This is an optimization exercise on Yosys and OpenROAD, whose aim is small area and a short achievable clock period, not a production implementation. Only simulation tests tie the RTL to the original design; equivalence was not proved. No activity file was given, so power comes from the tool's default toggle rates.

==> job 9814: inputs <==
## pipelined
module pipelined(
    input  logic        i_clk,
    input  logic        i_reset,
    input  logic [31:0] i_io_sw,
    output logic [31:0] o_imem_addr,
    input  logic [31:0] i_imem_rdata,
    output logic [15:0] o_dmem_addr,
    output logic [31:0] o_dmem_wdata,
    output logic [3:0]  o_dmem_bmask,
    output logic        o_dmem_wren,
    input  logic [31:0] i_dmem_rdata,
    output logic [31:0] o_io_ledr,
    output logic [31:0] o_io_ledg,
    output logic [31:0] o_io_lcd,
    output logic [6:0]  o_io_hex0,
    output logic [6:0]  o_io_hex1,
    output logic [6:0]  o_io_hex2,
    output logic [6:0]  o_io_hex3,
    output logic [6:0]  o_io_hex4,
    output logic [6:0]  o_io_hex5,
    output logic [6:0]  o_io_hex6,
    output logic [6:0]  o_io_hex7,
    output logic [31:0] o_pc_debug,
    output logic        o_insn_vld,
    output logic        o_ctrl,
    output logic        o_mispred
);
==> flow/config.mk <==
export PLATFORM = sky130hd
export DESIGN_NAME = pipelined
export DESIGN_NICKNAME = pipelined
export VERILOG_FILES = /design/flow/design.v
export SDC_FILE = /design/flow/constraint.sdc
export NUM_CORES = 4
export LEC_CHECK = 0
export CAP_MARGIN = 20
export CORE_MARGIN = 2
export CORE_UTILIZATION = 50
export SLEW_MARGIN = 20
export TNS_END_PERCENT = 0
==> flow/constraint.sdc <==
create_clock -name core_clock -period 15.0 [get_ports {i_clk}]
set_input_delay 3.0000 -clock core_clock [delete_from_list [all_inputs] [get_ports {i_clk}]]
set_output_delay 3.0000 -clock core_clock [all_outputs]
set_load 0.01 [all_outputs]
standard.sh (not shown) runs the stock make flow with config.mk's settings and CLKGATE_MAP_FILE= SYNTH_SCRIPT=/design/flow/synth_recipe.tcl, a recipe that flattens the netlist after the stock synthesis.
==> flow/flow/run.sh <==
#!/bin/bash
# The standard layout (standard.sh), tuned:
#  - timing repair aims at an 11 ns setup margin, i.e. well below the 15 ns
#    period, repairing only the worst path (TNS_END_PERCENT 0 in config.mk);
#  - repair may resize across cell footprints;
#  - larger CTS sink clusters without dummy loads (smaller clock tree).
set -o pipefail
export SETUP_SLACK_MARGIN=11
export CTS_ARGS="-sink_clustering_enable -repair_clock_nets -sink_clustering_size 25 -sink_clustering_max_diameter 100 -dont_use_dummy_load"
bash standard.sh MATCH_CELL_FOOTPRINT=0 finish 2>&1 | tee standard_run.log
==> job 5852: changes against job 9814 <==
--- a/flow/design.v
+++ b/flow/design.v
@@ -43,16 +43,17 @@
 logic [31:0] rs1_ex, rs2_ex, imm_ex, pc_ex, ppc_ex, mpc_ex;
 logic        pt_ex;
 logic [3:0]  gs_ex;
 logic [6:0]  op_ex;
 logic [4:0]  ra1_ex, ra2_ex, rd_ex;
 logic [2:0]  f3_ex;
 logic        b30_ex;
 logic        asel_ex, bsel_ex;
+logic        sub_ex, r_sum, r_sl, r_slt, r_slu, r_xor, r_sr, r_or, r_and, sra_ex;
 logic        fa_m, fa_w, fa_r, fb_m, fb_w, fb_r, fd_m;
 logic [31:0] pc_mem, alu_mem, st_mem;
 logic [3:0]  bm_mem;
 logic        wren_mem;
 logic [4:0]  rd_mem;
 logic [2:0]  f3_mem;
 logic        memrw_mem, regwen_mem, wbpc_mem, wbld_mem, vld_mem, misp_mem, isld_mem, isct_mem;
 logic [31:0] pc4_wb, alu_wb, ld_wb;
@@ -71,16 +72,27 @@
 logic [31:0][31:0] rfw;
 logic [4:0][31:0]  io_reg;
 logic [31:0]       sw_reg;
 wire [6:0] op_id  = ir_id[6:0];
 wire [6:0] opv_id = id_bub ? 7'd0 : op_id;
 wire [2:0] f3_id  = ir_id[14:12];
 logic d_asel, d_bsel;
 logic [31:0] imm_id;
+wire  d_ri   = (op_id == OP_REG) | (op_id == OP_IMM);
+wire  d_sub  = d_ri & ((f3_id == 3'd0 & op_id[5] & ir_id[30]) | (f3_id[2:1] == 2'b01));
+wire  d_rsum = ~d_ri | (f3_id == 3'd0);
+wire  d_rsl  = d_ri & (f3_id == 3'd1);
+wire  d_rslt = d_ri & (f3_id == 3'd2);
+wire  d_rslu = d_ri & (f3_id == 3'd3);
+wire  d_rxor = d_ri & (f3_id == 3'd4);
+wire  d_rsr  = d_ri & (f3_id == 3'd5);
+wire  d_ror  = d_ri & (f3_id == 3'd6);
+wire  d_rand = d_ri & (f3_id == 3'd7);
+wire  d_sra  = (f3_id == 3'd5) & ir_id[30];
 always_comb begin
     d_asel = 1'b0;
     d_bsel = 1'b0;
     case (op_id)
         OP_IMM, OP_JALR, OP_LUI: d_bsel = 1'b1;
         OP_LOAD:  if (~(f3_id[1] & (f3_id[0] | f3_id[2]))) d_bsel = 1'b1;
         OP_AUIPC, OP_JAL: begin d_bsel = 1'b1; d_asel = 1'b1; end
         OP_BR:    if (f3_id[2] | ~f3_id[1]) begin d_bsel = 1'b1; d_asel = 1'b1; end
@@ -121,53 +133,44 @@
 wire isJ    = isJAL | isJALR;
 wire isLd   = (opv_ex == OP_LOAD);
 wire isSt   = (opv_ex == OP_STORE);
 wire isRI   = (opv_ex == OP_REG) | (opv_ex == OP_IMM);
 wire isU    = (opv_ex == OP_LUI) | (opv_ex == OP_AUIPC);
 wire ex_regwen = isRI | isU | isJ | (isLd & ~(f3_ex[1] & (f3_ex[0] | f3_ex[2])));
 wire ex_memrw  = isSt & ~f3_ex[2] & ~(f3_ex[1] & f3_ex[0]);
 wire ex_vld    = isRI | isU | isJ | isB | isLd | isSt;
-wire asel_g    = asel_ex & ~ex_bub;
-wire bsel_g    = bsel_ex & ~ex_bub;
+wire asel_g    = asel_ex;
+wire bsel_g    = bsel_ex;
 wire id_nohaz = (opv_id == OP_JAL) | (opv_id == OP_LUI) | (opv_id == OP_AUIPC);
 wire hz3   = ~id_nohaz & isLd;
 wire hz2   = ~id_nohaz & ~isLd & isld_mem;
 wire stall = (scnt != 2'd0) | hz3 | hz2;
 wire [31:0] fwdA = ({32{fa_m}} & alu_mem) | ({32{fa_w}} & alu_wb) | ({32{fa_r}} & rs1_ex);
 wire [31:0] fwdB = ({32{fb_m}} & alu_mem) | ({32{fb_w}} & alu_wb) | ({32{fb_r}} & rs2_ex);
 wire [31:0] opA  = asel_g ? pc_ex : fwdA;
 wire [31:0] opB  = bsel_g ? imm_ex : fwdB;
-wire sub = isRI & ((f3_ex == 3'd0 & op_ex[5] & b30_ex) | (f3_ex[2:1] == 2'b01));
+wire sub = sub_ex;
 wire [32:0] sum33 = {1'b0, opA} + {1'b0, opB ^ {32{sub}}} + {32'b0, sub};
 wire [31:0] sum   = sum33[31:0];
+wire        sum_co = sum33[32];
 wire slt  = (opA[31] ^ opB[31]) ? opA[31] : sum[31];
-wire sltu = ~sum33[32];
+wire sltu = ~sum_co;
 logic [31:0] sh_in, sh_rev, sh_out, sll_out;
 always_comb begin
     for (int i = 0; i < 32; i++) sh_rev[i] = opA[31-i];
-    sh_in = (f3_ex == 3'd1) ? sh_rev : opA;
+    sh_in = r_sl ? sh_rev : opA;
 end
-wire sh_fill = b30_ex & (f3_ex == 3'd5) & opA[31];
+wire sh_fill = sra_ex & opA[31];
 assign sh_out = (sh_in >> opB[4:0]) | (sh_fill ? ~(32'hffffffff >> opB[4:0]) : 32'b0);
 always_comb for (int i = 0; i < 32; i++) sll_out[i] = sh_out[31-i];
-logic [31:0] alu_out;
-always_comb begin
-    if (!isRI) alu_out = sum;
-    else case (f3_ex)
-        3'd0: alu_out = sum;
-        3'd1: alu_out = sll_out;
-        3'd2: alu_out = {31'b0, slt};
-        3'd3: alu_out = {31'b0, sltu};
-        3'd4: alu_out = opA ^ opB;
-        3'd5: alu_out = sh_out;
-        3'd6: alu_out = opA | opB;
-        default: alu_out = opA & opB;
-    endcase
-end
+wire [31:0] alu_out = ({32{r_sum}} & sum) | ({32{r_sl}} & sll_out) | ({32{r_sr}} & sh_out)
+                     | {31'b0, (r_slt & slt) | (r_slu & sltu)}
+                     | ({32{r_xor}} & (opA ^ opB)) | ({32{r_or}} & (opA | opB))
+                     | ({32{r_and}} & (opA & opB));
 wire br_eq   = (fwdA == fwdB);
 wire br_lt31 = (fwdA[30:0] < fwdB[30:0]);
 wire br_lt   = (fwdA[31] ^ fwdB[31]) ? (f3_ex[1] ? fwdB[31] : fwdA[31]) : br_lt31;
 wire taken_b = isB & (f3_ex[2] ? (br_lt ^ f3_ex[0]) : (~f3_ex[1] & (br_eq ^ f3_ex[0])));
 wire taken   = isJ | taken_b;
 wire [31:0] ph = pc_ex ^ imm_ex ^ ppc_ex;
 wire [31:0] pk = (pc_ex & imm_ex) | ((pc_ex ^ imm_ex) & ph);
 wire eq_pc = ~ph[0] & ~|(ph[31:1] ^ pk[30:0]);
@@ -185,40 +188,49 @@
 logic [3:0] bm_x;
 always_comb begin
     if (f3_ex[1]) bm_x = 4'b1111;
     else if (f3_ex[0]) bm_x = (sum[1:0] == 2'd0) ? 4'b0011 : (sum[1:0] == 2'd2) ? 4'b1100 : 4'b0000;
     else bm_x = 4'b0001 << sum[1:0];
 end
 wire [3:0]  li     = ghr ^ pc_if[5:2];
 wire [3:0]  ui     = gs_ex ^ pc_ex[5:2];
-logic [25:0] tag_li, tag_ui;
+wire        upd    = isJ | isB;
+wire [31:0] nE_pc = stall ? pc_ex : pc_id;
+wire [3:0]  nui   = gs_id ^ nE_pc[5:2];
+logic [25:0] tag_li, tag_nu;
 logic [31:0] tgt_li;
 logic [1:0]  ctr_li, ctr_ui;
-logic        v_li, v_ui;
+logic        v_li, v_nu;
 always_comb begin
     tag_li = '0; tgt_li = '0; ctr_li = '0; v_li = 1'b0;
-    tag_ui = '0; ctr_ui = '0; v_ui = 1'b0;
+    tag_nu = '0; ctr_ui = '0; v_nu = 1'b0;
     for (int e = 0; e < 16; e++) begin
         if (li == 4'(e)) begin
             tag_li = tag_li | btag[e]; tgt_li = tgt_li | btgt[e];
             ctr_li = ctr_li | bctr[e]; v_li = v_li | bv[e];
         end
-        if (ui == 4'(e)) begin
-            tag_ui = tag_ui | btag[e]; ctr_ui = ctr_ui | bctr[e]; v_ui = v_ui | bv[e];
+        if (ui == 4'(e)) ctr_ui = ctr_ui | bctr[e];
+        if (nui == 4'(e)) begin
+            tag_nu = tag_nu | btag[e]; v_nu = v_nu | bv[e];
         end
     end
 end
+wire uhit_n = (upd & (ui == nui)) ? (pc_ex[31:6] == nE_pc[31:6])
+                                  : (v_nu & (tag_nu == nE_pc[31:6]));
+logic uhit;
+always_ff @(posedge i_clk) uhit <= uhit_n;
 wire        hit    = v_li & (tag_li == pc_if[31:6]);
 wire [31:0] ptgt   = hit ? tgt_li : 32'b0;
 wire        pt_if  = hit & ctr_li[1];
 wire [31:0] pc4    = pc_if + 32'd4;
-wire [31:0] pnext  = mispred ? (taken ? sum : mpc_ex) : ((pt_if & taken) ? ptgt : pc4);
-wire        upd    = isJ | isB;
-wire        uhit   = v_ui & (tag_ui == pc_ex[31:6]);
+wire [31:0] tgt_pc = pc_ex + imm_ex;
+wire [31:0] tgt_rs = fwdA + imm_ex;
+wire [31:0] tgt    = isJALR ? tgt_rs : tgt_pc;
+wire [31:0] pnext  = mispred ? (taken ? tgt : mpc_ex) : ((pt_if & taken) ? ptgt : pc4);
 logic [1:0] ctr_n;
 always_comb begin
     if (!uhit) ctr_n = taken ? 2'b10 : 2'b01;
     else case (ctr_ui)
         2'b00: ctr_n = taken ? 2'b01 : 2'b00;
         2'b01: ctr_n = taken ? 2'b10 : 2'b00;
         2'b10: ctr_n = taken ? 2'b11 : 2'b01;
         default: ctr_n = taken ? 2'b11 : 2'b10;
@@ -284,33 +296,45 @@
     pt_id  <= pt_if;
     gs_id  <= ghr;
     ppc_ex <= ppc_id;
     mpc_ex <= mpc_id;
     pt_ex  <= pt_id;
     gs_ex  <= gs_id;
 end
 always_ff @(posedge i_clk or negedge rst_n)
-    if (!rst_n) ex_bub <= 1'b1;
-    else if (hz3 | flush) ex_bub <= 1'b1;
-    else if (!stall) ex_bub <= id_bub;
+    if (!rst_n) begin
+        ex_bub <= 1'b1; asel_ex <= 1'b0; bsel_ex <= 1'b0;
+    end else if (hz3 | flush) begin
+        ex_bub <= 1'b1; asel_ex <= 1'b0; bsel_ex <= 1'b0;
+    end else if (!stall) begin
+        ex_bub <= id_bub; asel_ex <= d_asel & ~id_bub; bsel_ex <= d_bsel & ~id_bub;
+    end
 always_ff @(posedge i_clk)
     if (!stall) begin
         rs1_ex  <= rs1_id;
         rs2_ex  <= rs2_id;
         pc_ex   <= pc_id;
         imm_ex  <= imm_id;
         op_ex   <= op_id;
         ra1_ex  <= ra1_id;
         ra2_ex  <= ra2_id;
         rd_ex   <= ir_id[11:7];
         f3_ex   <= f3_id;
         b30_ex  <= ir_id[30];
-        asel_ex <= d_asel;
-        bsel_ex <= d_bsel;
+        sub_ex  <= d_sub;
+        r_sum   <= d_rsum;
+        r_sl    <= d_rsl;
+        r_slt   <= d_rslt;
+        r_slu   <= d_rslu;
+        r_xor   <= d_rxor;
+        r_sr    <= d_rsr;
+        r_or    <= d_ror;
+        r_and   <= d_rand;
+        sra_ex  <= d_sra;
     end
 always_ff @(posedge i_clk or negedge rst_n)
     if (!rst_n) begin
         fa_m <= 1'b0; fa_w <= 1'b0; fa_r <= 1'b0;
         fb_m <= 1'b0; fb_w <= 1'b0; fb_r <= 1'b0; fd_m <= 1'b0;
     end else if (flush) begin
         fa_m <= 1'b0; fa_w <= 1'b0; fa_r <= 1'b0;
         fb_m <= 1'b0; fb_w <= 1'b0; fb_r <= 1'b0; fd_m <= 1'b0;
@@ -368,17 +392,17 @@
 for (genvar e = 0; e < 16; e++) begin : g_btb
     wire wr = upd & (ui == 4'(e));
     always_ff @(posedge i_clk or negedge rst_n)
         if (!rst_n) bv[e] <= 1'b0;
         else if (wr) bv[e] <= 1'b1;
     always_ff @(posedge i_clk)
         if (wr) begin
             btag[e] <= pc_ex[31:6];
-            btgt[e] <= taken ? sum : 32'b0;
+            btgt[e] <= taken ? tgt : 32'b0;
             bctr[e] <= ctr_n;
         end
 end
 always_ff @(posedge i_clk or negedge rst_n)
     if (!rst_n) rv <= '0;
     else if (we) rv[rd_wb] <= 1'b1;
 for (genvar r = 1; r < 32; r++) begin : g_rf
     always_ff @(posedge i_clk)
==> flow/flow/run.sh (replaced) <==
#!/bin/bash
# The standard layout (standard.sh), tuned:
#  - timing repair aims at an 11 ns setup margin, i.e. well below the 15 ns
#    period, repairing the worst 20% of failing endpoints (TNS_END_PERCENT in config.mk);
#  - repair may resize across cell footprints;
#  - larger CTS sink clusters without dummy loads (smaller clock tree);
#  - every port still gets a buffer, a buf_2 (repair may resize it).
set -o pipefail
export SETUP_SLACK_MARGIN=11
export BUFFER_PORTS_ARGS="-buffer_cell sky130_fd_sc_hd__buf_2"
export CTS_ARGS="-sink_clustering_enable -repair_clock_nets -sink_clustering_size 25 -sink_clustering_max_diameter 100 -dont_use_dummy_load"
bash standard.sh MATCH_CELL_FOOTPRINT=0 finish 2>&1 | tee standard_run.log
==> flow/config.mk (replaced) <==
export PLATFORM = sky130hd
export DESIGN_NAME = pipelined
export DESIGN_NICKNAME = pipelined
export VERILOG_FILES = /design/flow/design.v
export SDC_FILE = /design/flow/constraint.sdc
export NUM_CORES = 4
export LEC_CHECK = 0
export CAP_MARGIN = 20
export CORE_MARGIN = 2
export CORE_UTILIZATION = 35
export SLEW_MARGIN = 20
export TNS_END_PERCENT = 20
==> job 3349: changes against job 9814 <==
--- a/flow/design.v
+++ b/flow/design.v
@@ -96,27 +96,18 @@
     endcase
 end
 wire [31:0] wd = wbld_wb ? ld_wb : (wbpc_wb ? pc4_wb : alu_wb);
 wire        we = regwen_wb & (rd_wb != 5'd0);
 wire [4:0] ra1_id = ir_id[19:15];
 wire [4:0] ra2_id = ir_id[24:20];
 assign rvw = {rv, 1'b0};
 assign rfw = {rf, 32'b0};
-logic [31:0] rf1, rf2;
-always_comb begin
-    rf1 = 32'b0;
-    rf2 = 32'b0;
-    for (int r = 1; r < 32; r++) begin
-        rf1 = rf1 | ({32{(ra1_id == 5'(r)) & rv[r]}} & rf[r]);
-        rf2 = rf2 | ({32{(ra2_id == 5'(r)) & rv[r]}} & rf[r]);
-    end
-end
-wire [31:0] rd1 = (we && rd_wb == ra1_id) ? wd : rf1;
-wire [31:0] rd2 = (we && rd_wb == ra2_id) ? wd : rf2;
+wire [31:0] rd1 = (we && rd_wb == ra1_id) ? wd : (rvw[ra1_id] ? rfw[ra1_id] : 32'b0);
+wire [31:0] rd2 = (we && rd_wb == ra2_id) ? wd : (rvw[ra2_id] ? rfw[ra2_id] : 32'b0);
 wire [31:0] rs1_id = (ra1_id == 5'd0) ? 32'b0 : rd1;
 wire [31:0] rs2_id = (ra2_id == 5'd0) ? 32'b0 : rd2;
 wire [6:0] opv_ex = ex_bub ? 7'd0 : op_ex;
 wire isB    = (opv_ex == OP_BR);
 wire isJAL  = (opv_ex == OP_JAL);
 wire isJALR = (opv_ex == OP_JALR);
 wire isJ    = isJAL | isJALR;
 wire isLd   = (opv_ex == OP_LOAD);
@@ -171,54 +162,35 @@
 wire [31:0] ph = pc_ex ^ imm_ex ^ ppc_ex;
 wire [31:0] pk = (pc_ex & imm_ex) | ((pc_ex ^ imm_ex) & ph);
 wire eq_pc = ~ph[0] & ~|(ph[31:1] ^ pk[30:0]);
 wire [31:0] rh = fwdA ^ imm_ex ^ ppc_ex;
 wire [31:0] rk = (fwdA & imm_ex) | ((fwdA ^ imm_ex) & rh);
 wire eq_rs = ~rh[0] & ~|(rh[31:1] ^ rk[30:0]);
 wire mispred = isJAL ? ~eq_pc : isJALR ? ~eq_rs : (isB & (pt_ex ? (~taken_b | ~eq_pc) : taken_b));
 wire flush   = mispred;
-wire [12:0] a_lo  = {1'b0, fwdA[11:0]} + {1'b0, imm_ex[11:0]};
-wire        a_s   = imm_ex[31];
-wire        a_c28 = a_s ? (a_lo[12] | (|fwdA[27:12])) : (a_lo[12] & (&fwdA[27:12]));
-wire        st_io = fwdA[28] ^ a_s ^ a_c28;
 wire [31:0] st_fwd = fd_m ? alu_mem : rs2_ex;
-wire [31:0] st_x   = st_io ? st_fwd : (st_fwd << {sum[1:0], 3'b0});
+wire [31:0] st_x   = sum[28] ? st_fwd : (st_fwd << {sum[1:0], 3'b0});
 logic [3:0] bm_x;
 always_comb begin
     if (f3_ex[1]) bm_x = 4'b1111;
     else if (f3_ex[0]) bm_x = (sum[1:0] == 2'd0) ? 4'b0011 : (sum[1:0] == 2'd2) ? 4'b1100 : 4'b0000;
     else bm_x = 4'b0001 << sum[1:0];
 end
 wire [3:0]  li     = ghr ^ pc_if[5:2];
-wire [3:0]  ui     = gs_ex ^ pc_ex[5:2];
-logic [25:0] tag_li, tag_ui;
-logic [31:0] tgt_li;
-logic [1:0]  ctr_li, ctr_ui;
-logic        v_li, v_ui;
-always_comb begin
-    tag_li = '0; tgt_li = '0; ctr_li = '0; v_li = 1'b0;
-    tag_ui = '0; ctr_ui = '0; v_ui = 1'b0;
-    for (int e = 0; e < 16; e++) begin
-        if (li == 4'(e)) begin
-            tag_li = tag_li | btag[e]; tgt_li = tgt_li | btgt[e];
-            ctr_li = ctr_li | bctr[e]; v_li = v_li | bv[e];
-        end
-        if (ui == 4'(e)) begin
-            tag_ui = tag_ui | btag[e]; ctr_ui = ctr_ui | bctr[e]; v_ui = v_ui | bv[e];
-        end
-    end
-end
-wire        hit    = v_li & (tag_li == pc_if[31:6]);
-wire [31:0] ptgt   = hit ? tgt_li : 32'b0;
+wire        hit    = bv[li] & (btag[li] == pc_if[31:6]);
+wire [31:0] ptgt   = hit ? btgt[li] : 32'b0;
+wire [1:0]  ctr_li = bctr[li];
 wire        pt_if  = hit & ctr_li[1];
 wire [31:0] pc4    = pc_if + 32'd4;
 wire [31:0] pnext  = mispred ? (taken ? sum : mpc_ex) : ((pt_if & taken) ? ptgt : pc4);
 wire        upd    = isJ | isB;
-wire        uhit   = v_ui & (tag_ui == pc_ex[31:6]);
+wire [3:0]  ui     = gs_ex ^ pc_ex[5:2];
+wire        uhit   = bv[ui] & (btag[ui] == pc_ex[31:6]);
+wire [1:0]  ctr_ui = bctr[ui];
 logic [1:0] ctr_n;
 always_comb begin
     if (!uhit) ctr_n = taken ? 2'b10 : 2'b01;
     else case (ctr_ui)
         2'b00: ctr_n = taken ? 2'b01 : 2'b00;
         2'b01: ctr_n = taken ? 2'b10 : 2'b00;
         2'b10: ctr_n = taken ? 2'b11 : 2'b01;
         default: ctr_n = taken ? 2'b11 : 2'b10;
@@ -323,17 +295,17 @@
         pc_mem <= 32'b0; alu_mem <= 32'b0;
         memrw_mem <= 1'b0; regwen_mem <= 1'b0; wbpc_mem <= 1'b0; wbld_mem <= 1'b0;
         vld_mem <= 1'b0; misp_mem <= 1'b0; isld_mem <= 1'b0; isct_mem <= 1'b0; wren_mem <= 1'b0;
     end else if (!stall_L) begin
         if (isJ | ~flush) begin
             pc_mem <= ex_bub ? 32'b0 : pc_ex; alu_mem <= alu_out;
             memrw_mem <= ex_memrw; regwen_mem <= ex_regwen; wbpc_mem <= isJ; wbld_mem <= isLd;
             vld_mem <= ex_vld; misp_mem <= mispred; isld_mem <= isLd; isct_mem <= isJ | isB;
-            wren_mem <= ex_memrw & ~st_io;
+            wren_mem <= ex_memrw & ~sum[28];
         end else begin
             pc_mem <= 32'b0; alu_mem <= 32'b0;
             memrw_mem <= 1'b0; regwen_mem <= 1'b0; wbpc_mem <= 1'b0; wbld_mem <= 1'b0;
             vld_mem <= 1'b0; misp_mem <= 1'b0; isld_mem <= 1'b0; isct_mem <= 1'b0; wren_mem <= 1'b0;
         end
     end
 always_ff @(posedge i_clk)
     if (!stall_L) begin
@@ -389,17 +361,19 @@
     always_ff @(posedge i_clk or negedge rst_n)
         if (!rst_n) io_reg[k] <= 32'b0;
         else if (ld) begin
             io_reg[k][7:0] <= st_mem[7:0];
             if (st_wd | st_hw) io_reg[k][15:8] <= st_mem[15:8];
             if (st_wd) io_reg[k][31:16] <= st_mem[31:16];
         end
 end
-always_ff @(posedge i_clk) sw_reg <= i_io_sw;
+always_ff @(posedge i_clk or negedge rst_n)
+    if (!rst_n) sw_reg <= 32'b0;
+    else sw_reg <= i_io_sw;
 assign o_imem_addr  = pc_if;
 assign o_dmem_addr  = alu_mem[15:0];
 assign o_dmem_wdata = st_mem;
 assign o_dmem_bmask = bm_mem;
 assign o_dmem_wren  = wren_mem;
 assign o_io_ledr    = io_reg[0];
 assign o_io_ledg    = io_reg[1];
 assign o_io_lcd     = io_reg[4];
==> flow/flow/run.sh (replaced) <==
#!/bin/bash
set -o pipefail
cp standard.sh standard_sh_copy.txt
cp config.mk config_mk_copy.txt
export SETUP_SLACK_MARGIN=11
bash standard.sh 2>&1 | tee standard_run.log
==> flow/config.mk (replaced) <==
export PLATFORM = sky130hd
export DESIGN_NAME = pipelined
export DESIGN_NICKNAME = pipelined
export VERILOG_FILES = /design/flow/design.v
export SDC_FILE = /design/flow/constraint.sdc
export NUM_CORES = 4
export LEC_CHECK = 0
export CAP_MARGIN = 20
export CORE_MARGIN = 2
export CORE_UTILIZATION = 30
export SLEW_MARGIN = 20
==> qor summary <==
| quantity | job 3349 | job 5852 | job 9814 |
|---|---|---|---|
| Result of the run | no timing/DRC/antenna violations | no timing/DRC/antenna violations | no timing/DRC/antenna violations |
| Final Core Density | 37.6% | 41.0% | 56.7% |
| Worst EP required | 15.61 ns | 15.68 ns | 15.45 ns |
| Number of H-tree levels | 5 | 4 | 4 |
| Highest attainable clock frequency | 209 MHz | 201 MHz | 199 MHz |
| Cell internal power dissipation | 22.5 mW | 18.3 mW | 16.9 mW |
| Share of total power in the clock network | 20.0% | 12.6% | 13.0% |
| Met3 global-route usage | 4.94% | 10.0% | 17.2% |
| Clock slew seen by the registers of the worst setup and hold paths | 0.06 ns | 0.10 ns | 0.11 ns |
| Non-clock inverters | 264 | 268 | 236 |
| Routed length on met2 | 253000 um | 279000 um | 246000 um |
| Mux contribution to synthesized area | 22.3% | 5.20% | 5.73% |
| Met2 layer usage reported by global route | 36.8% | 49.8% | 63.0% |
| Final Instance Area | 168000 sq um | 152000 sq um | 144000 sq um |
| Final wirelength | 531000 um | 651000 um | 603000 um |
| Tap cell instance count | 5952 | 4950 | 3366 |
| Number of CTS-inserted buffers | 301 | 148 | 138 |
| Initial core utilization | 30.1% | 35.2% | 50.4% |
| Clock sink total | 2819 | 2829 | 2819 |
| Layout net count | 9792 | 11000 | 10300 |
| FILL cells | 41500 | 34300 | 20500 |
| Worst r2r dst | st_mem[23] | btgt[126] | rs2_ex[2] |
| Number of nets in the synthesized netlist | 8717 | 10500 | 10000 |
| Post-Syn Area | 135000 sq um | 130000 sq um | 128000 sq um |
| Share of cell area taken by multi-input logic gates | 31.9% | 32.6% | 31.6% |

## static timing again, ports no longer ideal
The flow's constraints put no driver on any port. The routed layouts listed below were extracted and timed again, unchanged, in two steps.
Step 1 assumes that a clkbuf_16 drives the clock port and a buf_2 every other input.
Step 2 moves the port delays by t, midway between the first and last clock arrival at a register: inputs arrive t later, outputs are due t later. That takes back most of the time a late clock gives input paths.
Slacks: no drivers / after step 1 / after step 2; pairs: no drivers / after step 1.
run	t (ns)	setup slack, ns	worst hold slack (ns)	worst register clock-pin slew, ns	worst slew at a driven data input, ns
job 9814	0.922	9.977 / 9.977 / 9.632	0.326 / 0.326 / 0.326	0.11 / 0.11	0.11
job 5852	0.986	10.034 / 9.964 / 9.901	0.334 / 0.334 / 0.334	0.12 / 0.12	0.23
job 3349	1.018	10.215 / 10.215 / 10.104	0.325 / 0.325 / 0.325	0.07 / 0.07	0.21
After both steps every run listed still meets setup and hold. The setup slack of job 9814, which loses most, moves by 0.000 ns with the drivers and by -0.345 ns with both steps.
